From an optimization exercise on the open Yosys and OpenROAD flow, aimed at small area and a short achievable clock period; shortcuts taken in it are not production practice. In this exercise RTL edits were held to simulation tests only and were not proved equivalent to the original. No activity file was given, so power comes from the tool's default toggle rates.

==> flow/config.mk <==
export PLATFORM = sky130hd
export DESIGN_NAME = MIPS_16_bit_Processor
export DESIGN_NICKNAME = MIPS_16_bit_Processor
export VERILOG_FILES = /design/flow/design.v
export SDC_FILE = /design/flow/constraint.sdc
export NUM_CORES = 4
export LEC_CHECK = 0
export CAP_MARGIN = 15
export CORE_MARGIN = 2
export CORE_UTILIZATION = 40
export CTS_CLUSTER_DIAMETER = 80
export CTS_CLUSTER_SIZE = 24
export GPL_TIMING_DRIVEN = 1
export SLEW_MARGIN = 15
export SYNTH_HIERARCHICAL = 1
==> flow/standard.sh <==
#!/bin/bash
# synth_recipe.tcl (not shown) runs the flow's synth.tcl, then flattens the netlist and writes it again
# the make line also repeats each setting of config.mk as NAME=value (left out here)
make -C /OpenROAD-flow-scripts/flow DESIGN_CONFIG=/design/flow/config.mk WORK_HOME=/design/flow/orfs CLKGATE_MAP_FILE= SYNTH_SCRIPT=/design/flow/synth_recipe.tcl "${@:-finish}"
==> flow/constraint.sdc <==
create_clock -name core_clock -period 24.0 [get_ports {clk}]
set_input_delay 4.8000 -clock core_clock [delete_from_list [all_inputs] [get_ports {clk}]]
set_output_delay 4.8000 -clock core_clock [all_outputs]
set_load 0.01 [all_outputs]
==> flow/flow/run.sh <==
#!/bin/bash
set -euo pipefail
export SETUP_SLACK_MARGIN=12
export BUFFER_PORTS_ARGS="-buffer_cell sky130_fd_sc_hd__buf_2"
export CTS_ARGS="-sink_clustering_enable -repair_clock_nets -sink_clustering_size 24 -sink_clustering_max_diameter 80 -dont_use_dummy_load"
bash standard.sh > standard_flow.log 2>&1
==> flow/design.v <==
`timescale 1ns / 1ps
module MIPS_16_bit_Processor(data_in,clk,interrupt,reset,data_out,imem_addr,imem_rdata,dmem_en,dmem_we,dmem_addr,dmem_wdata,dmem_rdata,prediction,present_state);
input [15:0] data_in;
input clk;
input interrupt;
input reset;
output [15:0] data_out;
output [15:0] imem_addr;
input [31:0] imem_rdata;
output dmem_en;
output dmem_we;
output [15:0] dmem_addr;
output [15:0] dmem_wdata;
input [15:0] dmem_rdata;
output [1:0] present_state;
output prediction;
reg [31:0] ins_prv;             
reg [15:0] hold_address;           
reg q1_t, q2_t, q3_t, q4_t;     
reg d3_t, d5_t, d6_t, d7_t, d8_t, d9_t;
reg g_t;                        
reg [4:0] reg4, reg5;
reg [4:0] reg6;
reg [15:0] ans_wb;
reg [15:0] AR, BR;                
reg rst_q;
reg [15:0] ans_ex, DM_data, data_out_r, Ex_out;
reg [1:0] flag_prv;
reg wi_t;
reg [15:0] hold_ret;               
reg [1:0] ps;
reg [15:0] rf [0:31];
integer i, j;
wire [31:0] insU = q3_t ? ins_prv : imem_rdata;
wire [31:0] ins = reset ? insU : 32'b0;
wire [5:0] op = ins[31:26];
wire [5:0] opU = insU[31:26];
wire Q1 = reset & q1_t;
wire Q2 = reset & q2_t;
wire is_LD  = (op == 6'o24);
wire is_ST  = (op == 6'o25);
wire Cond_J = (op[5:2] == 4'b0111);
wire L_D    = is_LD & ~Q1;
wire JUMP   = Cond_J & ~(reset & q4_t);
wire stall  = (op == 6'o21) | L_D | JUMP;
wire nor1_out = ~(Cond_J | Q1);
wire d3_out = reset & d3_t;
wire d5_out = reset & d5_t;
wire d7_out = reset & d7_t;
wire or1_out = Q1 | d5_out;
wire and3_out = ~d3_out & or1_out;
wire mem_rw_ex = reset & d6_t;
wire mem_en_ex = reset & d8_t;
wire mem_mux_sel_dm = reset & d9_t;
always @(posedge clk) begin
    ins_prv <= ins;
    q1_t <= L_D;
    q2_t <= JUMP;
    q3_t <= stall;
    q4_t <= Q2;
    d3_t <= ins[26];
    d5_t <= is_ST;
    d6_t <= d3_out;
    d7_t <= and3_out;
    d8_t <= or1_out;
    d9_t <= d7_out;
    g_t <= nor1_out;
end
wire [5:0] op_dec = ins_prv[31:26];
wire [15:0] imm = ins_prv[15:0];
wire imm_sel = (op_dec[5:3] == 3'b001);
wire [4:0] reg2 = g_t ? ins_prv[20:16] : 5'b0;
wire [4:0] reg3 = g_t ? ins_prv[25:21] : 5'b0;
wire [4:0] reg7 = g_t ? ins_prv[15:11] : 5'b0;
wire [15:0] ans_dm = mem_mux_sel_dm ? dmem_rdata : Ex_out;
wire comp1 = (reg4 == reg2);
wire comp2 = (reg5 == reg2);
wire comp3 = (reg6 == reg2);
wire comp4 = (reg4 == reg7);
wire comp5 = (reg7 == reg5);
wire comp6 = (reg7 == reg6);
wire [31:0] selA = 32'b1 << ins[20:16];
wire [31:0] selB = 32'b1 << ins[15:11];
reg [15:0] rdA, rdB;
always @(*) begin
    rdA = 16'b0;
    rdB = 16'b0;
    for (i = 0; i < 32; i = i + 1) begin
        rdA = rdA | ({16{selA[i]}} & rf[i]);
        rdB = rdB | ({16{selB[i]}} & rf[i]);
    end
end
wire selA_dm = ~comp1 & comp2 & d9_t;
wire selB_dm = ~imm_sel & ~comp4 & comp5 & d9_t;
wire [15:0] A_early = comp1 ? ans_ex : comp2 ? Ex_out : comp3 ? ans_wb : AR;
wire [15:0] B_early = imm_sel ? imm : comp4 ? ans_ex : comp5 ? Ex_out : comp6 ? ans_wb : BR;
wire [15:0] A, B, sum;
wire [1:0] flag_ex;
wire cond;
reg [15:0] row [0:7];
reg [15:0] cs_s, cs_c, cs_t;
always @(*) begin
    for (i = 0; i < 8; i = i + 1) begin
        row[i] = 16'b0;
        for (j = 0; j < 8; j = j + 1)
            row[i][i+j] = ((i == 7) ^ (j == 7)) ? ~(A[j] & B[i]) : (A[j] & B[i]);
    end
    cs_s = row[0] ^ row[1] ^ 16'h8100;
    cs_c = ((row[0] & row[1]) | (row[0] & 16'h8100) | (row[1] & 16'h8100)) << 1;
    for (i = 2; i < 8; i = i + 1) begin
        cs_t = cs_s ^ cs_c ^ row[i];
        cs_c = ((cs_s & cs_c) | (cs_s & row[i]) | (cs_c & row[i])) << 1;
        cs_s = cs_t;
    end
end
wire mul_fix = (A[7:0] == 8'h80) & (B[7:0] != 8'h80);
wire [15:0] mul_pp = cs_s + cs_c;
wire [15:0] mul_prod = mul_fix ? {B[7], B[7:0], 7'b0} : mul_pp;
wire sh_big = |B[15:4];
wire [3:0] sh = B[3:0];
wire sh_fill = (op_dec[1:0] == 2'b11) & A[15];    
reg [15:0] sh_in, sh_out;
always @(*)
    for (i = 0; i < 16; i = i + 1)
        sh_in[i] = (op_dec[1:0] == 2'b01) ? A[15-i] : A[i];
wire [31:0] sh_ext = {{16{sh_fill}}, sh_in};
wire [31:0] sh_t = sh_ext >> sh;
wire [15:0] sh_r = sh_big ? {16{sh_fill}} : sh_t[15:0];
always @(*)
    for (i = 0; i < 16; i = i + 1)
        sh_out[i] = (op_dec[1:0] == 2'b01) ? sh_r[15-i] : sh_r[i];
reg [15:0] ans_tmp;
always @(*) begin
    ans_tmp = ans_ex;
    if (op_dec[4] == 1'b0) begin
        case (op_dec[2:0])
            3'd0: ans_tmp = sum;
            3'd1: ans_tmp = sum;
            3'd2: ans_tmp = B;
            3'd3: ans_tmp = mul_prod;
            3'd4: ans_tmp = A & B;
            3'd5: ans_tmp = A | B;
            3'd6: ans_tmp = A ^ B;
            default: ans_tmp = ~B;
        endcase
    end else begin
        case (op_dec[3:0])
            4'd4: ans_tmp = A;
            4'd5: ans_tmp = A;
            4'd6: ans_tmp = data_in;
            4'd9: ans_tmp = sh_out;
            4'd10: ans_tmp = sh_out;
            4'd11: ans_tmp = sh_out;
            default: ans_tmp = ans_ex;
        endcase
    end
end
wire is_OUT = (op_dec == 6'o27);
always @(posedge clk) begin
    ans_ex <= reset ? ans_tmp : 16'b0;
    data_out_r <= reset ? (is_OUT ? A : data_out_r) : 16'b0;
    DM_data <= reset ? B : 16'b0;
    flag_prv <= reset ? flag_ex : 2'b00;
    Ex_out <= reset ? ans_ex : 16'b0;
    reg4 <= reset ? reg3 : 5'b0;
    reg5 <= reset ? reg4 : 5'b0;
    reg6 <= reset ? reg5 : 5'b0;
    ans_wb <= reset ? ans_dm : 16'b0;
    rst_q <= reset;
    AR <= rdA;
    BR <= rdB;
    rf[reg5] <= ans_dm;
end
wire RET = (opU == 6'o20);
wire JMP = (opU == 6'o30);
wire CJ  = (opU[5:2] == 4'b0111);
wire stallU = (opU == 6'o21) | ((opU == 6'o24) & ~q1_t) | (CJ & ~q4_t);
wire X = wi_t | RET | JMP;
wire [15:0] next_address = rst_q ? hold_address + 16'd1 : 16'b0;
wire [15:0] hold_add = hold_ret + 16'd1;
wire [15:0] jmp_loc = RET ? hold_add : (wi_t ? 16'hF000 : insU[15:0]);
wire [15:0] CAJ = stallU ? hold_address : next_address;
wire [15:0] t0 = X ? jmp_loc : CAJ;           
wire [15:0] t1 = (X | CJ) ? jmp_loc : CAJ;    
jump_unit ju(
    .A_early(A_early), .B_early(B_early), .dm(dmem_rdata),
    .selA_dm(selA_dm), .selB_dm(selB_dm),
    .op_dec(op_dec), .data_in(data_in), .flag_prv(flag_prv),
    .jop(opU[1:0]), .reset(reset), .t0(t0), .t1(t1),
    .A(A), .B(B), .sum(sum), .flag_ex(flag_ex), .cond(cond), .imem_addr(imem_addr));
wire pc_mux_sel = X | (CJ & cond);
always @(posedge clk) begin
    hold_address <= imem_addr;           
    wi_t <= interrupt;
    hold_ret <= reset ? (interrupt ? imem_addr : hold_ret) : 16'hFFFF;
end
wire incorrect = (pc_mux_sel != ps[1]);
always @(posedge clk) begin
    if (!reset)
        ps <= 2'b00;
    else if (CJ)
        ps <= incorrect ? (ps[0] ? 2'b10 : 2'b01) : (ps[1] ? 2'b11 : 2'b00);
end
assign dmem_en = mem_en_ex;
assign dmem_we = mem_rw_ex;
assign dmem_addr = ans_ex;
assign dmem_wdata = DM_data;
assign data_out = data_out_r;
assign prediction = ps[1];
assign present_state = ps;
endmodule
module jump_unit(A_early, B_early, dm, selA_dm, selB_dm, op_dec, data_in, flag_prv,
                 jop, reset, t0, t1, A, B, sum, flag_ex, cond, imem_addr);
input [15:0] A_early, B_early, dm;
input selA_dm, selB_dm;
input [5:0] op_dec;
input [15:0] data_in;
input [1:0] flag_prv;
input [1:0] jop;             
input reset;
input [15:0] t0, t1;         
output [15:0] A, B, sum;
output [1:0] flag_ex;
output cond;
output [15:0] imem_addr;
assign A = selA_dm ? dm : A_early;
assign B = selB_dm ? dm : B_early;
wire is_sub = (op_dec[4] == 1'b0) & (op_dec[2:0] == 3'b001);
wire [15:0] BB = is_sub ? ~B : B;
wire [16:0] sum17 = {A, 1'b1} + {BB, is_sub};
assign sum = sum17[16:1];
wire ovf = sum[15];
wire sh_big = |B[15:4];
wire c_lo   = (op_dec[4] == 1'b0);                       
wire c_add  = c_lo & (op_dec[2:0] == 3'd0);
wire c_eqx  = c_lo & ((op_dec[2:0] == 3'd1) | (op_dec[2:0] == 3'd6));    
wire c_movB = c_lo & (op_dec[2:0] == 3'd2);
wire c_mul  = c_lo & (op_dec[2:0] == 3'd3);
wire c_and  = c_lo & (op_dec[2:0] == 3'd4);
wire c_or   = c_lo & (op_dec[2:0] == 3'd5);
wire c_not  = c_lo & (op_dec[2:0] == 3'd7);
wire c_hi   = op_dec[4];                                 
wire c_in   = c_hi & (op_dec[3:0] == 4'd6);
wire c_ls   = c_hi & (op_dec[3:0] == 4'd9);
wire c_rs   = c_hi & (op_dec[3:1] == 3'd5);              
wire c_rsa  = c_hi & (op_dec[3:0] == 4'd11);
wire c_j    = c_hi & (op_dec[3:2] == 2'd3);              
wire c_zf   = c_lo | c_in | c_ls | c_rs;                 
wire c_ovf  = c_lo & ~op_dec[2] & ~(op_dec[1] & ~op_dec[0]);   
wire [15:0] mask_l = 16'hFFFF >> B[3:0];
wire [15:0] mask_r = 16'hFFFF << B[3:0];
wire [15:0] t_add = (A ^ B) ^ {(A[14:0] | B[14:0]), 1'b0};
wire [15:0] nz = ({16{c_add}} & t_add)
               | ({16{c_eqx}} & (A ^ B))
               | ({16{c_movB}} & B)
               | ({16{c_not}} & ~B)
               | ({16{c_and}} & (A & B))
               | ({16{c_or}} & (A | B))
               | ({16{c_in}} & data_in)
               | ({16{c_ls & ~sh_big}} & A & mask_l)
               | ({16{c_rs & ~sh_big}} & A & mask_r)
               | {c_rsa & A[15], 14'b0, c_mul & (|A[7:0]) & (|B[7:0])};
wire zf = (c_zf & ~|nz) | (c_j & flag_prv[1]);
wire of = (c_ovf & ovf) | (c_j & flag_prv[0]);
assign flag_ex = {zf, of};
assign cond = (jop[1] ? flag_ex[1] : flag_ex[0]) ^ jop[0];
assign imem_addr = cond ? (reset ? t1 : 16'b0) : (reset ? t0 : 16'b0);
endmodule
==> qor.txt, run 1 <==
cell depth of the worst flop-to-flop path - 29
TritonCTS clock tree - yes
slowest CP cell - mux2i_4
Synth area leaders - edfxtp_1 40%, dfxtp_1 11%, a22oi_1 6.2%
hpwl dp - 105 mm
largest family of logic cells by synthesized area - compound AO/OA/AOI/OAI gates
Buffers on Ports - 135
EDFF count, synth - 512
RSZ-0062 raised after global routing - true
count leader, synth - edfxtp_1
dpl cells - 4871
footprint of the multi-input gates - 19100 sq um
Top Ports - 136
Wirelength per Cell - 34.6 microns
Yosys top cell area share - 39.6%
largest net degree at the start of global routing - 73
critical path class - in -> out
Max Slew Vio Count - 0
Rows - 114
Die Area - 99700 sq um
Critical Path Most Common Cell - buf_12
Core Box Area - 96400 sq um
DIE WIDTH - 316 microns
placed inst area - 41500 sq um
fin crit period - 12.91 ns
Fin. Hold Viols - 0
Setup crit end - imem_addr[2]
post-synthesis mux area share - 5.28%
Slew @ Worst Pin - 1.26 ns
first-pass iteration count of the detailed router - 11
vias in the first global route - 32624
Worst Setup End Kind - primary output
H-tree levels - 2
sequential area share after synthesis - 50.2%
Final Cell Area - 44100 sq um
Hold Buf Count CTS - 0
Simple-Gate Fraction of Synth Area - 13.3%
Synth Area in Adders - 5.49%
Num CTS Buffers - 41
netlist area before placement - 38900 sq um
P_leak - 0.0155 uW
Syn Area/Cell - 10.8 sq um
Skew-Pair Late Insertion Delay - 0.69 ns
Yosys reg bits - 719
initial antenna violation count - 18
async set-reset flop share out of synthesis - 0%
max reg flops - 512
drc violations - 0
# Max-Cap Violations - 0
GRT Util Overall - 33.6%
first-pass GRT wire length - 240 mm
via count - 35420
sequential cell area - 19500 sq um
Die Ht - 316 microns
first-iteration detailed-routing DRC count - 7742
flop2flop setup slack - 14.28 ns
Top Registers - rf x512, ins_prv x32
Routed WL - 173 mm
Worst EP required - 19.20 ns
post-synth net total - 3804
Finish-stage setup viols - 0
Max Fclk - 0.0774 GHz
peak supply drop - 0.0000876 V
fin nets - 3942
CP Launch Point - dmem_rdata[3]
synthesis warning total - 8
Compound-Gate Fraction of Synth Area - 19.9%
setup total negative slack - 0 ns
CP arrival - 8.11 ns
Sink Count - 719
layout cells sized above 1 - 17.1%
synth unique cells - 88
GRT overflow - 0
Post-synth top cells - 512 x edfxtp_1, 321 x a22oi_1, 288 x nor2_1
critical-path cell list - buf_12, mux2i_4, buf_12, xnor2_4, ha_4, nand4_1, nor3_2, o211ai_1, o21a_1, o21ai_4, mux2i_4, buf_12, a2bb2oi_4, buf_12, buf_16, and3_4, a311o_1, buf_2
HP Class - reg -> reg
final std cells w/o fill - 5018
slowest stage delay, CP - 0.31 ns
Synth area leader - edfxtp_1
FILL cells - 8939
Clock Tree Root - clkbuf_16
Initial Util - 40.3%
Largest Register - rf
PwrDens - 87.0 nW/um^2
Clock Tree Buf Depth - 3
fin crit share - 53.8%
skew final - 0.110 ns
predominant post-synthesis flop cell - edfxtp_1
CP startpoint kind - input port
Critical Path Fanout Max - 6
r2r endpoint - ans_ex[15]$_SDFFE_PN0P_
Vias per Instance - 7.06
Synth Instances - 3593
Post-Synth XOR/XNOR Area - 2.01%
gpl congestion - 1.01
run status - timing/DRC/antenna clean
area grow syn2layout - 13.5%
Worst-path clk slew - 0.10 ns
Slew HR - 16.1%
r2r startpoint - g_t$_DFF_P_
antenna viol nets, final - 0
[routing by layer]
| metal | vias to the layer above | global-route usage (%) | share of wire [%] |
|---|---|---|---|
| met2 | 3313 | 49.2 | 41 |
| met3 | 878 | 13.8 | 15 |
| met1 | 17004 | 42.1 | 36 |
| li1 | 14209 | - | - |
| met5 | - | 0 | 0.15 |
| met4 | 16 | 18.0 | 7.5 |
[what timing repair did]
| item | CTS | global route |
|---|---|---|
| hold endpoints to repair | 0 | 0 |
| endpoints found under the setup margin | 16 | 16 |
| resized for setup | 72 | 59 |
| gates cloned | 7 | 0 |
| setup buffers | 63 | 23 |
| pin swaps | 28 | 23 |
[metrics by stage]
| step | utilization [%] | worst slack, ns | hold slack, ns | total power [uW] |
|---|---|---|---|---|
| final | 45.7 | 11.09 | 0.446 | 3840 |
| after global routing | 45.7 | 10.98 | 0.469 | 3980 |
| after CTS | 45.2 | 11.09 | 0.445 | 3730 |
| after detailed placement | 43.0 | 10.01 | 0.421 | 2920 |
| after global placement | 43.0 | 10.14 | 0.415 | 2910 |
| after floorplan | - | 11.87 | 0.412 | 2430 |
[area by class of cell]
cell class | count | share of cell area, %
tap | 1276 | 3.62
multi-input combinational | 2521 | 43.3
antenna | 13 | 0.0738
sequential | 719 | 44.3
inverter | 127 | 1.14
clock buffer | 41 | 2.33
timing repair buffer | 321 | 5.28
[cells in the final DEF (no fill, tap or decap), types with 21 or more instances in the layout]
| cell | instances |
|---|---|
| nand2b_1 | 23 |
| nor2_4 | 35 |
| a22o_1 | 113 |
| or4_1 | 21 |
| a221oi_1 | 129 |
| ha_1 | 91 |
| xnor2_1 | 65 |
| nor2_1 | 203 |
| nand3_1 | 99 |
| nor2_2 | 51 |
| a211oi_1 | 46 |
| and2_1 | 59 |
| mux2_2 | 32 |
| buf_4 | 167 |
| fa_1 | 43 |
| inv_1 | 108 |
| a21oi_1 | 132 |
| o22ai_1 | 31 |
| nand2_1 | 259 |
| o21ai_0 | 86 |
| nand4_1 | 84 |
| or3_1 | 25 |
| dfxtp_1 | 204 |
| buf_2 | 126 |
| nor3_1 | 40 |
| mux2i_1 | 102 |
| and3_1 | 31 |
| a21o_1 | 26 |
| nor4_1 | 21 |
| clkbuf_16 | 41 |
| edfxtp_1 | 512 |
| a22oi_1 | 321 |
[Yosys stat by module, one instance, submodules excluded]
module	cells	times used	cell area, sq um
jump_unit	496	1	3510
MIPS_16_bit_Processor	3097	1	35300
[report_power, final]
part	internal [uW]	switching, uW	leakage, uW
logic	645	999	0.00852
clock network	304	408	0.000505
registers	1420	65.1	0.00644
[logic make-up (layout without fill, tap and decap cells)]
kind of cell / count (synthesis) / after routing
adders and majority gates: 145 / 145
buffers and inverters: 358 / 489
muxes: 180 / 182
xor gates and xnor gates: 89 / 89
AOI/OAI and AO/OA: 1049 / 1052
and+or+nand+nor: 1053 / 1053
DFF: 719 / 719
other: 0 / 13
[worst min-delay path by stage]
stage,from,endpoint,depth (start not counted)
final,q2_t$_DFF_P_,q4_t$_DFF_P_,1
after global routing,q2_t$_DFF_P_,q4_t$_DFF_P_,1
after CTS,q2_t$_DFF_P_,q4_t$_DFF_P_,1
after detailed placement,q2_t$_DFF_P_,q4_t$_DFF_P_,1
after global placement,q2_t$_DFF_P_,q4_t$_DFF_P_,1
after floorplan,d7_t$_DFF_P_,d9_t$_DFF_P_,1
[worst max-delay path, delay by kind of cell]
family | cells | cell delay, ns
AOI/OAI and AO/OA | 5 | 1.01
xor gates and xnor gates | 1 | 0.07
adders and majority gates | 1 | 0.29
buffers and inverters | 6 | 0.83
muxes | 2 | 0.57
and+or+nand+nor | 3 | 0.56
==> run 2: changes to the inputs <==
--- a/flow/config.mk
+++ b/flow/config.mk
@@ -7,7 +7,7 @@
 export LEC_CHECK = 0
 export CAP_MARGIN = 15
 export CORE_MARGIN = 2
-export CORE_UTILIZATION = 40
+export CORE_UTILIZATION = 55
 export CTS_CLUSTER_DIAMETER = 80
 export CTS_CLUSTER_SIZE = 24
 export GPL_TIMING_DRIVEN = 1
==> run 2 against run 1 <==
  * Die area is 27% lower
  * Routed wire length fell by 0.57%
  * Clock skew is 0.021 ns higher
  * Sequential power barely moved
  * Utilization up 17 points
  * Final cell count shrank 7.0%
  * Clock-buffer cell count increased by 2
  * Register-to-register slack got worse by 0.11 ns
  * Maximum frequency grew 0.18%
  * Critical path depth shrank 2
  * First-iteration DRC count fell by 14%
==> qor.txt, run 2 <==
post-layout util - 62.5%
synth unique cells - 88
RSZ-0062 raised after global routing - true
Synth area leader - edfxtp_1
vias in the first global route - 33821
synthesis warning total - 8
# Max-Cap Violations - 0
first-pass GRT wire length - 242 mm
Die Area - 72800 sq um
Synth area leaders - edfxtp_1 40%, dfxtp_1 11%, a22oi_1 6.2%
Rows - 97
flop2flop setup slack - 14.17 ns
setup total negative slack - 0 ns
critical path class - in -> out
slowest stage delay, CP - 0.39 ns
H-tree levels - 2
PwrDens - 89.2 nW/um^2
GRT overflow - 0
Post-synth top cells - 512 x edfxtp_1, 321 x a22oi_1, 288 x nor2_1
count leader, synth - edfxtp_1
Critical Path Most Common Cell - buf_12
combinational share of power - 43.3%
gpl congestion - 0.998
fin nets - 3929
Slew @ Worst Pin - 1.27 ns
critical-path cell list - buf_12, mux2i_4, inv_4, ha_1, nor4_2, nand3_1, a311oi_2, nand4_1, nor4b_4, a21boi_4, buf_12, a2bb2oi_4, buf_6, a21oi_1, a311o_1, buf_2
first-pass iteration count of the detailed router - 11
Finish-stage setup viols - 0
Max Slew Vio Count - 0
Num CTS Buffers - 43
Clock power frac - 18.7%
Vias per Instance - 7.72
Stages on worst setup path - 16
Top Ports - 136
netlist area before placement - 38900 sq um
Syn Area/Cell - 10.8 sq um
Clock Tree Buf Depth - 3
HP Class - reg -> reg
TritonCTS clock tree - yes
Setup WS pre-CTS - 9.80 ns
Clock Tree Root - clkbuf_16
run status - timing/DRC/antenna clean
Wirelength per Cell - 37.0 microns
Worst Hold Endpoint - q4_t$_DFF_P_
Slew HR - 15.3%
async set-reset flop share out of synthesis - 0%
Buf/Inv on CP - 5
predominant post-synthesis flop cell - edfxtp_1
Top Registers - rf x512, ins_prv x32
Largest Register - rf
CP arrival - 8.09 ns
initial antenna violation count - 15
slowest CP cell - a311oi_2
Worst-path clk slew - 0.06 ns
via count - 36035
P_leak - 0.0154 uW
Initial Util - 55.5%
post-synth net total - 3804
Critical Path Fanout Max - 14
first-iteration detailed-routing DRC count - 6695
Net Sw Power - 1520 uW
cell depth of the worst flop-to-flop path - 27
CP delay by family, top - compound AO/OA/AOI/OAI gates
r2r endpoint - ans_ex[12]$_SDFFE_PN0P_
worst setup margin - 11.11 ns
sw frac - 38.8%
Reg power frac - 38.0%
sequential area share after synthesis - 50.2%
Yosys reg bits - 719
Int Pwr - 2390 uW
EDFF count, synth - 512
Max Fclk - 0.0776 GHz
fin crit period - 12.89 ns
CP startpoint kind - input port
HP Start - q2_t$_DFF_P_
Worst Setup End Kind - primary output
commonest non-fill, non-tap cell in the layout - edfxtp_1
Routed WL - 172 mm
max reg flops - 512
layout cells sized above 1 - 16.9%
fin crit share - 53.7%
area grow syn2layout - 12.6%
Die Ht - 270 microns
peak supply drop - 0.000149 V
most frequent cells in the layout - 512 x edfxtp_1, 321 x a22oi_1, 259 x nand2_1, 214 x nor2_1, 204 x dfxtp_1
Sink Count - 719
Worst EP required - 19.20 ns
antenna viol nets, final - 0
Yosys top cell area share - 39.6%
hpwl dp - 105 mm
Fin. Hold Viols - 0
DIE WIDTH - 270 microns
r2r startpoint - g_t$_DFF_P_
drc violations - 0
largest net degree at the start of global routing - 74
Hold Crit Depth - 1
Synth Instances - 3593
Buffers on Ports - 135
Core Box Area - 70000 sq um
skew final - 0.131 ns
GRT Util Overall - 45.8%
Skew-Pair Late Insertion Delay - 0.67 ns
[run 2: cell counts after synthesis]
Identical to the previous run, type by type.
[run 2: what timing repair did]
item	in CTS	in global routing
buffers inserted	82	11
endpoints found under the setup margin	16	16
cloned	9	0
hold buffers	0	0
pin swaps	30	13
resized for setup	118	27
[run 2: layout make-up]
type                    count  area (sq um)
inverters                 127           508
flip-flops and latches    719         19500
repair buffers            303          2190
well taps                 940          1180
clock buffers              43          1080
multi-input cells        2522         19200
diodes                     12          30.0
fillers                  5692         26300
repair inverters            2          11.3
[run 2: per-module statistics from Yosys (local to each module, per instance)]
module	area (sq um)	flip-flops and latches
MIPS_16_bit_Processor	35300	719
jump_unit	3510	0
[run 2: cells by family after synthesis]
family | synth area share [%]
and+or+nand+nor | 13.3
AOI/OAI and AO/OA | 19.9
DFF | 50.2
buffers and inverters | 3.76
muxes | 5.28
adders and majority gates | 5.49
xor gates and xnor gates | 2.01
[run 2: power by group through the flow]
stage | combinational (uW) | clock, uW | sequential [uW]
6_report | 1690 | 729 | 1480
3_5_place_dp | 1430 | 0 | 1510
5_1_grt | 1790 | 764 | 1490
2_1_floorplan | 953 | 0 | 1480
4_1_cts | 1600 | 717 | 1480
3_3_place_gp | 1410 | 0 | 1510
[run 2: worst max-delay path by stage]
stage | start | end | slack (ns)
floorplan | dmem_rdata[3] | imem_addr[11] | 11.87
global placement | dmem_rdata[0] | imem_addr[8] | 10.03
detailed placement | dmem_rdata[0] | imem_addr[4] | 9.80
CTS | dmem_rdata[5] | imem_addr[14] | 11.23
global route | dmem_rdata[5] | imem_addr[14] | 11.02
finish | dmem_rdata[5] | imem_addr[14] | 11.11
[run 2: layer usage]
layer	wire length (microns)	global-route usage, %
met5	178	0.592
met4	14900	29.2
met3	27400	17.8
met2	71900	67.3
met1	58200	56.5
[run 2: through the flow]
stage	power, uW	cells	hold slack (ns)	area, sq um
after global routing	4040	4659	0.479	43700
after global placement	2910	4511	0.416	40900
final	3900	4668	0.448	43700
after CTS	3800	4645	0.452	43500
after detailed placement	2940	4511	0.430	40900
after floorplan	2430	3593	0.412	39000
==> run 3: changes to the inputs <==
--- a/flow/design.v
+++ b/flow/design.v
@@ -15,26 +15,25 @@
 output [1:0] present_state;
 output prediction;
 reg [31:0] ins_prv;             
-reg [15:0] hold_address;           
+reg [15:0] hold_address;        
 reg q1_t, q2_t, q3_t, q4_t;     
 reg d3_t, d5_t, d6_t, d7_t, d8_t, d9_t;
 reg g_t;                        
 reg [4:0] reg4, reg5;
 reg [4:0] reg6;
 reg [15:0] ans_wb;
-reg [15:0] AR, BR;                
+reg [15:0] AR, BR;              
 reg rst_q;
 reg [15:0] ans_ex, DM_data, data_out_r, Ex_out;
 reg [1:0] flag_prv;
 reg wi_t;
-reg [15:0] hold_ret;               
+reg [15:0] hold_ret;            
 reg [1:0] ps;
 reg [15:0] rf [0:31];
 integer i, j;
-wire [31:0] insU = q3_t ? ins_prv : imem_rdata;
+wire [31:0] insU;               
 wire [31:0] ins = reset ? insU : 32'b0;
 wire [5:0] op = ins[31:26];
-wire [5:0] opU = insU[31:26];
 wire Q1 = reset & q1_t;
 wire Q2 = reset & q2_t;
 wire is_LD  = (op == 6'o24);
@@ -96,7 +95,6 @@
 wire [15:0] B_early = imm_sel ? imm : comp4 ? ans_ex : comp5 ? Ex_out : comp6 ? ans_wb : BR;
 wire [15:0] A, B, sum;
 wire [1:0] flag_ex;
-wire cond;
 reg [15:0] row [0:7];
 reg [15:0] cs_s, cs_c, cs_t;
 always @(*) begin
@@ -171,24 +169,17 @@
     BR <= rdB;
     rf[reg5] <= ans_dm;
 end
-wire RET = (opU == 6'o20);
-wire JMP = (opU == 6'o30);
-wire CJ  = (opU[5:2] == 4'b0111);
-wire stallU = (opU == 6'o21) | ((opU == 6'o24) & ~q1_t) | (CJ & ~q4_t);
-wire X = wi_t | RET | JMP;
 wire [15:0] next_address = rst_q ? hold_address + 16'd1 : 16'b0;
 wire [15:0] hold_add = hold_ret + 16'd1;
-wire [15:0] jmp_loc = RET ? hold_add : (wi_t ? 16'hF000 : insU[15:0]);
-wire [15:0] CAJ = stallU ? hold_address : next_address;
-wire [15:0] t0 = X ? jmp_loc : CAJ;           
-wire [15:0] t1 = (X | CJ) ? jmp_loc : CAJ;    
+wire CJ, pc_mux_sel;
 jump_unit ju(
+    .imem_rdata(imem_rdata), .ins_prv(ins_prv), .q3_t(q3_t), .q1_t(q1_t), .q4_t(q4_t),
+    .wi_t(wi_t), .hold_address(hold_address), .next_address(next_address), .hold_add(hold_add),
     .A_early(A_early), .B_early(B_early), .dm(dmem_rdata),
     .selA_dm(selA_dm), .selB_dm(selB_dm),
-    .op_dec(op_dec), .data_in(data_in), .flag_prv(flag_prv),
-    .jop(opU[1:0]), .reset(reset), .t0(t0), .t1(t1),
-    .A(A), .B(B), .sum(sum), .flag_ex(flag_ex), .cond(cond), .imem_addr(imem_addr));
-wire pc_mux_sel = X | (CJ & cond);
+    .op_dec(op_dec), .data_in(data_in), .flag_prv(flag_prv), .reset(reset),
+    .insU(insU), .A(A), .B(B), .sum(sum), .flag_ex(flag_ex),
+    .CJ(CJ), .pc_mux_sel(pc_mux_sel), .imem_addr(imem_addr));
 always @(posedge clk) begin
     hold_address <= imem_addr;           
     wi_t <= interrupt;
@@ -209,20 +200,36 @@
 assign prediction = ps[1];
 assign present_state = ps;
 endmodule
-module jump_unit(A_early, B_early, dm, selA_dm, selB_dm, op_dec, data_in, flag_prv,
-                 jop, reset, t0, t1, A, B, sum, flag_ex, cond, imem_addr);
+module jump_unit(imem_rdata, ins_prv, q3_t, q1_t, q4_t, wi_t, hold_address, next_address, hold_add,
+                 A_early, B_early, dm, selA_dm, selB_dm, op_dec, data_in, flag_prv, reset,
+                 insU, A, B, sum, flag_ex, CJ, pc_mux_sel, imem_addr);
+input [31:0] imem_rdata, ins_prv;
+input q3_t, q1_t, q4_t, wi_t;
+input [15:0] hold_address, next_address, hold_add;
 input [15:0] A_early, B_early, dm;
 input selA_dm, selB_dm;
 input [5:0] op_dec;
 input [15:0] data_in;
 input [1:0] flag_prv;
-input [1:0] jop;             
 input reset;
-input [15:0] t0, t1;         
+output [31:0] insU;
 output [15:0] A, B, sum;
 output [1:0] flag_ex;
-output cond;
+output CJ, pc_mux_sel;
 output [15:0] imem_addr;
+assign insU = q3_t ? ins_prv : imem_rdata;
+wire [5:0] opU = insU[31:26];
+wire RET = (opU == 6'o20);
+wire JMP = (opU == 6'o30);
+assign CJ = (opU[5:2] == 4'b0111);
+wire stallU = (opU == 6'o21) | ((opU == 6'o24) & ~q1_t) | (CJ & ~q4_t);
+wire X = wi_t | RET | JMP;
+wire [15:0] jmp_loc = RET ? hold_add : (wi_t ? 16'hF000 : insU[15:0]);
+wire [15:0] CAJ = stallU ? hold_address : next_address;
+wire [15:0] t0 = X ? jmp_loc : CAJ;           
+wire [15:0] t1 = (X | CJ) ? jmp_loc : CAJ;    
+wire [1:0] jop = opU[1:0];                    
+wire cond;
 assign A = selA_dm ? dm : A_early;
 assign B = selB_dm ? dm : B_early;
 wire is_sub = (op_dec[4] == 1'b0) & (op_dec[2:0] == 3'b001);
@@ -265,4 +272,5 @@
 assign flag_ex = {zf, of};
 assign cond = (jop[1] ? flag_ex[1] : flag_ex[0]) ^ jop[0];
 assign imem_addr = cond ? (reset ? t1 : 16'b0) : (reset ? t0 : 16'b0);
+assign pc_mux_sel = X | (CJ & cond);
 endmodule
==> flow/flow/run.sh (replaced) <==
#!/bin/bash
set -euo pipefail
export SETUP_SLACK_MARGIN=12
export BUFFER_PORTS_ARGS="-buffer_cell sky130_fd_sc_hd__buf_2"
bash standard.sh > standard_flow.log 2>&1
==> flow/config.mk (replaced) <==
export PLATFORM = sky130hd
export DESIGN_NAME = MIPS_16_bit_Processor
export DESIGN_NICKNAME = MIPS_16_bit_Processor
export VERILOG_FILES = /design/flow/design.v
export SDC_FILE = /design/flow/constraint.sdc
export NUM_CORES = 4
export LEC_CHECK = 0
export CAP_MARGIN = 35
export CORE_MARGIN = 2
export CORE_UTILIZATION = 40
export CTS_CLUSTER_DIAMETER = 60
export CTS_CLUSTER_SIZE = 24
export SLEW_MARGIN = 35
export SYNTH_HIERARCHICAL = 1
==> run 3 against run 2 <==
  * Die area increased by 37%
  * Worst setup slack lost 0.18 ns
  * Register-to-register slack gained 0.13 ns
  * Combinational power decreased by 15%
  * Global-route usage is 11 points lower
  * Sequential share of layout area down 2.0 points
  * Worst hold slack worse by 0.011 ns
==> qor.txt, run 3 <==
Core Box Area - 96600 sq um
skew final - 0.0455 ns
Post-synth top cells - 512 x edfxtp_1, 371 x nand2_1, 281 x nor2_1
RSZ-0062 raised after global routing - true
largest net degree at the start of global routing - 61
Skew-Pair Late Insertion Delay - 0.68 ns
Yosys reg bits - 719
Critical Path Fanout Max - 5
PwrDens - 88.8 nW/um^2
Top Registers - rf x512, ins_prv x32
synthesis warning total - 8
Synth Instances - 3640
H-tree levels - 3
dpl cells - 4929
Die Area - 99800 sq um
flop2flop setup slack - 14.30 ns
post-synth net total - 3851
WHS - 0.437 ns
sequential cell area - 19500 sq um
slowest stage delay, CP - 0.39 ns
# Max-Cap Violations - 0
Max Fclk - 0.0765 GHz
r2r endpoint - ans_ex[14]$_SDFFE_PN0P_
CP startpoint kind - input port
Slew @ Worst Pin - 1.13 ns
commonest non-fill, non-tap cell in the layout - edfxtp_1
Buf/Inv on CP - 7
Hold Crit Depth - 1
FILL cells - 8847
synth unique cells - 93
critical-path cell list - buf_6, mux2i_4, clkinvlp_4, buf_6, ha_4, nor4_4, nor3b_2, o21ai_1, a31oi_1, nor4_2, buf_4, a21oi_2, a211o_1, xnor2_1, a211o_2, buf_4, buf_12, mux2i_4, buf_6
critical path class - in -> out
Slew HR - 24.7%
Initial Util - 40.3%
first-iteration detailed-routing DRC count - 7123
HP Start - d7_t$_DFF_P_
netlist area before placement - 38900 sq um
Synth area leaders - edfxtp_1 40%, dfxtp_1 11%, a22oi_1 5.4%
Buffers on Ports - 135
Rows - 114
run status - timing/DRC/antenna clean
area grow syn2layout - 17.7%
DIE WIDTH - 316 microns
fin crit period - 13.07 ns
async set-reset flop share out of synthesis - 0%
Clock Tree Root - clkbuf_16
setup total negative slack - 0 ns
Finish-stage setup viols - 0
Synth area leader - edfxtp_1
Hold Buf Count CTS - 0
layout cells sized above 1 - 19.8%
max reg flops - 512
Yosys top cell area share - 39.5%
Vias per Instance - 6.86
Worst Hold Endpoint - d9_t$_DFF_P_
first-pass GRT wire length - 248 mm
EDFF count, synth - 512
P_leak - 0.0162 uW
gpl congestion - 1.00
Die Ht - 316 microns
Top Ports - 136
vias in the first global route - 32747
Largest Register - rf
hpwl dp - 115 mm
Fin. Hold Viols - 0
Wirelength per Cell - 35.2 microns
peak supply drop - 0.0000587 V
sequential area share after synthesis - 50.2%
fin nets - 4014
CP delay by family, top - buffers and inverters
drc violations - 0
most frequent cells in the layout - 512 x edfxtp_1, 370 x nand2_1, 277 x a22oi_1, 214 x nor2_1, 202 x dfxtp_1
Stages on worst setup path - 19
Num CTS Buffers - 69
r2r startpoint - ins_prv[15]$_DFF_P_
count leader, synth - edfxtp_1
via count - 35262
predominant post-synthesis flop cell - edfxtp_1
Sink Count - 719
Worst Setup End Kind - primary output
footprint of the multi-input gates - 19100 sq um
antenna viol nets, final - 0
Routed WL - 181 mm
slowest CP cell - nor4_4
Pwr Total - 4070 uW
cell depth of the worst flop-to-flop path - 31
HP Class - reg -> reg
TritonCTS clock tree - yes
initial antenna violation count - 17
final std cells w/o fill - 5139
CP arrival - 8.27 ns
Worst-path clk slew - 0.06 ns
fin crit share - 54.5%
Clock Tree Buf Depth - 3
Worst EP required - 19.20 ns
GRT overflow - 0
first-pass iteration count of the detailed router - 10
GRT Util Overall - 35.1%
Syn Area/Cell - 10.7 sq um
Critical Path Most Common Cell - buf_6
Max Slew Vio Count - 0
run 3: cell type report:
cell class,instances,area share (%)
Antenna cell,7,0.0383
Multi-Input combinational cell,2541,41.8
Inverter,154,1.39
Tap cell,1276,3.49
Timing Repair Buffer,318,5.43
Clock inverter,54,1.44
Clock buffer,70,3.78
Sequential cell,719,42.6
run 3: worst max path at each step:
| stage | startpoint | endpoint | slack (ns) |
|---|---|---|---|
| 6_report | dmem_rdata[9] | imem_addr[10] | 10.93 |
| 5_1_grt | dmem_rdata[5] | imem_addr[3] | 10.86 |
| 4_1_cts | data_in[9] | imem_addr[10] | 10.94 |
| 3_5_place_dp | dmem_rdata[9] | imem_addr[15] | 9.77 |
| 3_3_place_gp | dmem_rdata[9] | imem_addr[1] | 9.88 |
| 2_1_floorplan | dmem_rdata[2] | imem_addr[6] | 11.35 |
run 3: layer usage:
layer | vias to the layer above | track usage [%] | share of wire (%) | routed length [microns]
li1 | 14277 | - | - | -
met1 | 16904 | 43.6 | 36 | 64600
met2 | 3169 | 51.9 | 42 | 76200
met3 | 899 | 13.2 | 15 | 26700
met4 | 13 | 20.5 | 7.3 | 13300
met5 | - | 0.237 | 0.11 | 198
run 3: through the flow:
step / utilization, % / worst slack [ns] / instance area [sq um]
6_report: 47.4 / 10.93 / 45800
5_1_grt: 47.4 / 10.86 / 45800
4_1_cts: 47.0 / 10.94 / 45400
3_5_place_dp: 43.1 / 9.77 / 41600
3_3_place_gp: 43.0 / 9.88 / 41500
2_1_floorplan: - / 11.35 / 39100
run 3: worst reg2reg max path, delay by kind of cell, from the launching register on:
kind                     cells  cell delay (ns)
adder cells (fa/ha/maj)      9             3.81
AND/OR/NAND/NOR              6             1.24
flip-flops                   1             0.64
AO/OA/AOI/OAI                7             1.43
XOR/XNOR                     2             0.33
buffers and inverters        6             1.61
multiplexers                 1             0.50
run 3: timing repair:
item / 4_1_cts / 5_1_grt
setup buffers: 62 / 10
hold endpoints to repair: 0 / 0
pin swaps: 15 / 15
resized for setup: 191 / 26
cloned: 2 / 0
setup endpoints to repair: 16 / 16
run 3: logic make-up after synthesis:
logic type / Yosys count / synth area share, %
AOI/OAI and AO/OA: 929 / 17.3
xor gates and xnor gates: 91 / 2.05
and+or+nand+nor: 1148 / 14.3
buffers and inverters: 380 / 4.03
adders and majority gates: 144 / 5.46
muxes: 229 / 6.74
DFF: 719 / 50.2
run 3: per-module statistics from Yosys (local to each module, per instance):
module / times used / flip-flops and latches / cell area [sq um]
MIPS_16_bit_Processor: 1 / 719 / 34700
jump_unit: 1 / 0 / 4230
run 3: report_power, final:
| part | switching [uW] | internal (uW) |
|---|---|---|
| combinational | 910 | 524 |
| clock | 580 | 589 |
| sequential | 57.8 | 1410 |
| total | 1550 | 2520 |
==> run 4: changes to the inputs <==
==> flow/config.mk (replaced) <==
export PLATFORM = sky130hd
export DESIGN_NAME = MIPS_16_bit_Processor
export DESIGN_NICKNAME = MIPS_16_bit_Processor
export VERILOG_FILES = /design/flow/design.v
export SDC_FILE = /design/flow/constraint.sdc
export NUM_CORES = 4
export LEC_CHECK = 0
export CAP_MARGIN = 15
export CORE_MARGIN = 2
export CORE_UTILIZATION = 40
export GPL_TIMING_DRIVEN = 1
export SLEW_MARGIN = 15
export SYNTH_HIERARCHICAL = 1
==> run 4 against run 3 <==
  * Sequential share of layout area fell by 0.23 points
  * Combinational power up 3%
  * Worst setup slack better by 0.047 ns
  * Critical path type unchanged
  * Largest cell class unchanged
==> qor.txt, run 4 <==
hpwl dp - 114 mm
Critical Path Fanout Max - 5
via count - 35439
Worst EP required - 19.20 ns
Buffers on Ports - 135
RSZ-0062 raised after global routing - true
Worst Setup End Kind - primary output
layout cells sized above 1 - 20.0%
Buf/Inv on CP - 6
CP arrival - 8.23 ns
Slew @ Worst Pin - 1.27 ns
Synth area leaders - edfxtp_1 40%, dfxtp_1 11%, a22oi_1 5.4%
Rows - 114
Fin. Hold Viols - 0
Post-synth top cells - 512 x edfxtp_1, 371 x nand2_1, 281 x nor2_1
P_leak - 0.0164 uW
Syn Area/Cell - 10.7 sq um
largest net degree at the start of global routing - 61
GRT overflow - 0
antenna viol nets, final - 0
post-synth net total - 3851
final std cells w/o fill - 5170
cell depth of the worst flop-to-flop path - 29
Synth Instances - 3640
Yosys reg bits - 719
drc violations - 0
Top Registers - rf x512, ins_prv x32
H-tree levels - 3
most frequent cells in the layout - 512 x edfxtp_1, 371 x nand2_1, 278 x a22oi_1, 214 x nor2_1, 203 x dfxtp_1
Top Ports - 136
fin crit share - 54.3%
Skew-Pair Late Insertion Delay - 0.69 ns
Slew HR - 15.0%
peak supply drop - 0.0000585 V
async set-reset flop share out of synthesis - 0%
Die Area - 99800 sq um
Clock Tree Buf Depth - 3
critical-path cell list - buf_12, mux2i_4, buf_6, clkinvlp_4, ha_4, nor4_4, nand3_2, nand3_2, o211ai_1, nor4_4, buf_4, a21oi_2, a211o_1, xnor2_1, a211o_2, clkbuf_16, mux2i_4, buf_6
Hold Crit Depth - 1
PwrDens - 90.3 nW/um^2
critical path class - in -> out
predominant post-synthesis flop cell - edfxtp_1
commonest non-fill, non-tap cell in the layout - edfxtp_1
Stages on worst setup path - 18
Vias per Instance - 6.85
gpl congestion - 1.00
HP Class - reg -> reg
DIE WIDTH - 316 microns
slowest stage delay, CP - 0.39 ns
initial antenna violation count - 16
synth unique cells - 93
Finish-stage setup viols - 0
vias in the first global route - 32880
count leader, synth - edfxtp_1
flop2flop setup slack - 14.12 ns
CP delay by family, top - buffers and inverters
Sink Count - 719
Synth area leader - edfxtp_1
netlist area before placement - 38900 sq um
CP startpoint kind - input port
fin nets - 4039
Pwr Total - 4160 uW
Core Box Area - 96600 sq um
skew final - 0.0474 ns
slowest CP cell - a211o_2
Clock Tree Root - clkbuf_16
area grow syn2layout - 18.3%
Final Cell Area - 46000 sq um
Max Fclk - 0.0768 GHz
Largest Register - rf
Routed WL - 182 mm
Wirelength per Cell - 35.2 microns
FILL cells - 8816
Initial Util - 40.3%
first-pass iteration count of the detailed router - 11
setup total negative slack - 0 ns
Die Ht - 316 microns
run status - timing/DRC/antenna clean
max reg flops - 512
fin crit period - 13.03 ns
EDFF count, synth - 512
placed inst area - 41500 sq um
Hold Buf Count CTS - 0
WHS - 0.430 ns
Max Slew Vio Count - 0
first-iteration detailed-routing DRC count - 7242
first-pass GRT wire length - 249 mm
sequential area share after synthesis - 50.2%
# Max-Cap Violations - 0
Yosys top cell area share - 39.5%
GRT Util Overall - 35.3%
synthesis warning total - 8
TritonCTS clock tree - yes
Num CTS Buffers - 80
Worst-path clk slew - 0.06 ns
dpl cells - 4926
-- run 4: cell counts after synthesis --
Identical to the previous run, type by type.
-- run 4: through the flow --
step / utilization, % / setup slack (ns)
5_1_grt: 47.7 / 10.91
2_1_floorplan: - / 11.35
3_5_place_dp: 43.0 / 9.80
6_report: 47.7 / 10.97
3_3_place_gp: 43.0 / 9.88
4_1_cts: 47.2 / 11.03
-- run 4: Yosys stat by module (local to each module, per instance) --
module	cell area [sq um]	flip-flops and latches
jump_unit	4230	0
MIPS_16_bit_Processor	34700	719
-- run 4: power breakdown --
group / leakage, uW / total [uW] / switching, uW / internal [uW]
clock network: 0.00125 / 1220 / 540 / 680
logic: 0.00866 / 1470 / 924 / 548
registers: 0.00646 / 1460 / 56.2 / 1410
total: 0.0164 / 4160 / 1520 / 2640
-- run 4: worst paths after layout --
path	start	end
min reg2reg	q2_t$_DFF_P_	q4_t$_DFF_P_
max	dmem_rdata[12]	imem_addr[15]
min	q2_t$_DFF_P_	q4_t$_DFF_P_
max reg2reg	g_t$_DFF_P_	ans_ex[14]$_SDFFE_PN0P_
-- run 4: cell type report --
cell class,count,area (sq um),share of cell area [%]
Sequential cell,719,19500,42.4
Multi-Input combinational cell,2541,19200,41.8
Timing Repair Buffer,331,2460,5.34
Clock buffer,97,2130,4.62
Tap cell,1276,1600,3.47
Inverter,154,639,1.39
Clock inverter,46,427,0.927
Antenna cell,5,12.5,0.0272
Timing Repair inverter,1,5.00,0.0109
-- run 4: logic make-up (layout without fill, tap and decap cells) --
logic type	after synthesis	in the layout	synth area share, %
adder cells (fa/ha/maj)	144	144	5.46
buffers and inverters	380	629	4.03
AO/OA/AOI/OAI	929	929	17.3
multiplexers	229	229	6.74
AND/OR/NAND/NOR	1148	1148	14.3
other	0	5	0
XOR/XNOR	91	91	2.05
flip-flops	719	719	50.2
-- run 4: timing repair --
action                                  4_1_cts  5_1_grt
pin swaps                                    42       19
resized for setup                           186       52
endpoints found under the setup margin       16       16
cloned                                        3        0
setup buffers                                81       12
-- run 4: per-layer routing --
layer / vias up / wire length (microns) / GRT usage (%)
met5: - / 216 / 0.947
met4: 10 / 13200 / 19.6
met3: 838 / 26200 / 13.3
met2: 3091 / 76900 / 52.4
met1: 17177 / 65400 / 44.2
li1: 14323 / - / -

==> re-timing with driven ports <==
How much do the figures lean on ideal ports? The routed layouts below were timed once more, with nothing changed but the port constraints. Step 1, drivers: a clkbuf_16 drives clk and a buf_2 each remaining input, both assumed. Step 2 moves the port delays by t, midway between the first and last clock arrival at a register: inputs arrive t later, outputs are due t later. That takes back most of the time a late clock gives input paths. Three values: ideal ports, drivers, drivers and shift; two values: the first two.
run | t, ns | setup slack, ns | worst setup path at the end | worst register clock-pin slew, ns | worst slew at a driven data input, ns
run 1 | 0.684 | 11.086 / 11.002 / 11.002 | input to output | 0.11 / 0.11 | 0.13
run 2 | 0.673 | 11.108 / 11.059 / 11.059 | input to output | 0.11 / 0.11 | 0.09
run 3 | 0.715 | 10.925 / 10.878 / 10.878 | input to output | 0.09 / 0.09 | 0.11
run 4 | 0.737 | 10.972 / 10.918 / 10.918 | input to output | 0.08 / 0.08 | 0.12
After both steps every run listed still meets setup and hold. The setup slack of run 1, which loses most, moves by -0.084 ns with the drivers and by -0.084 ns with both steps.
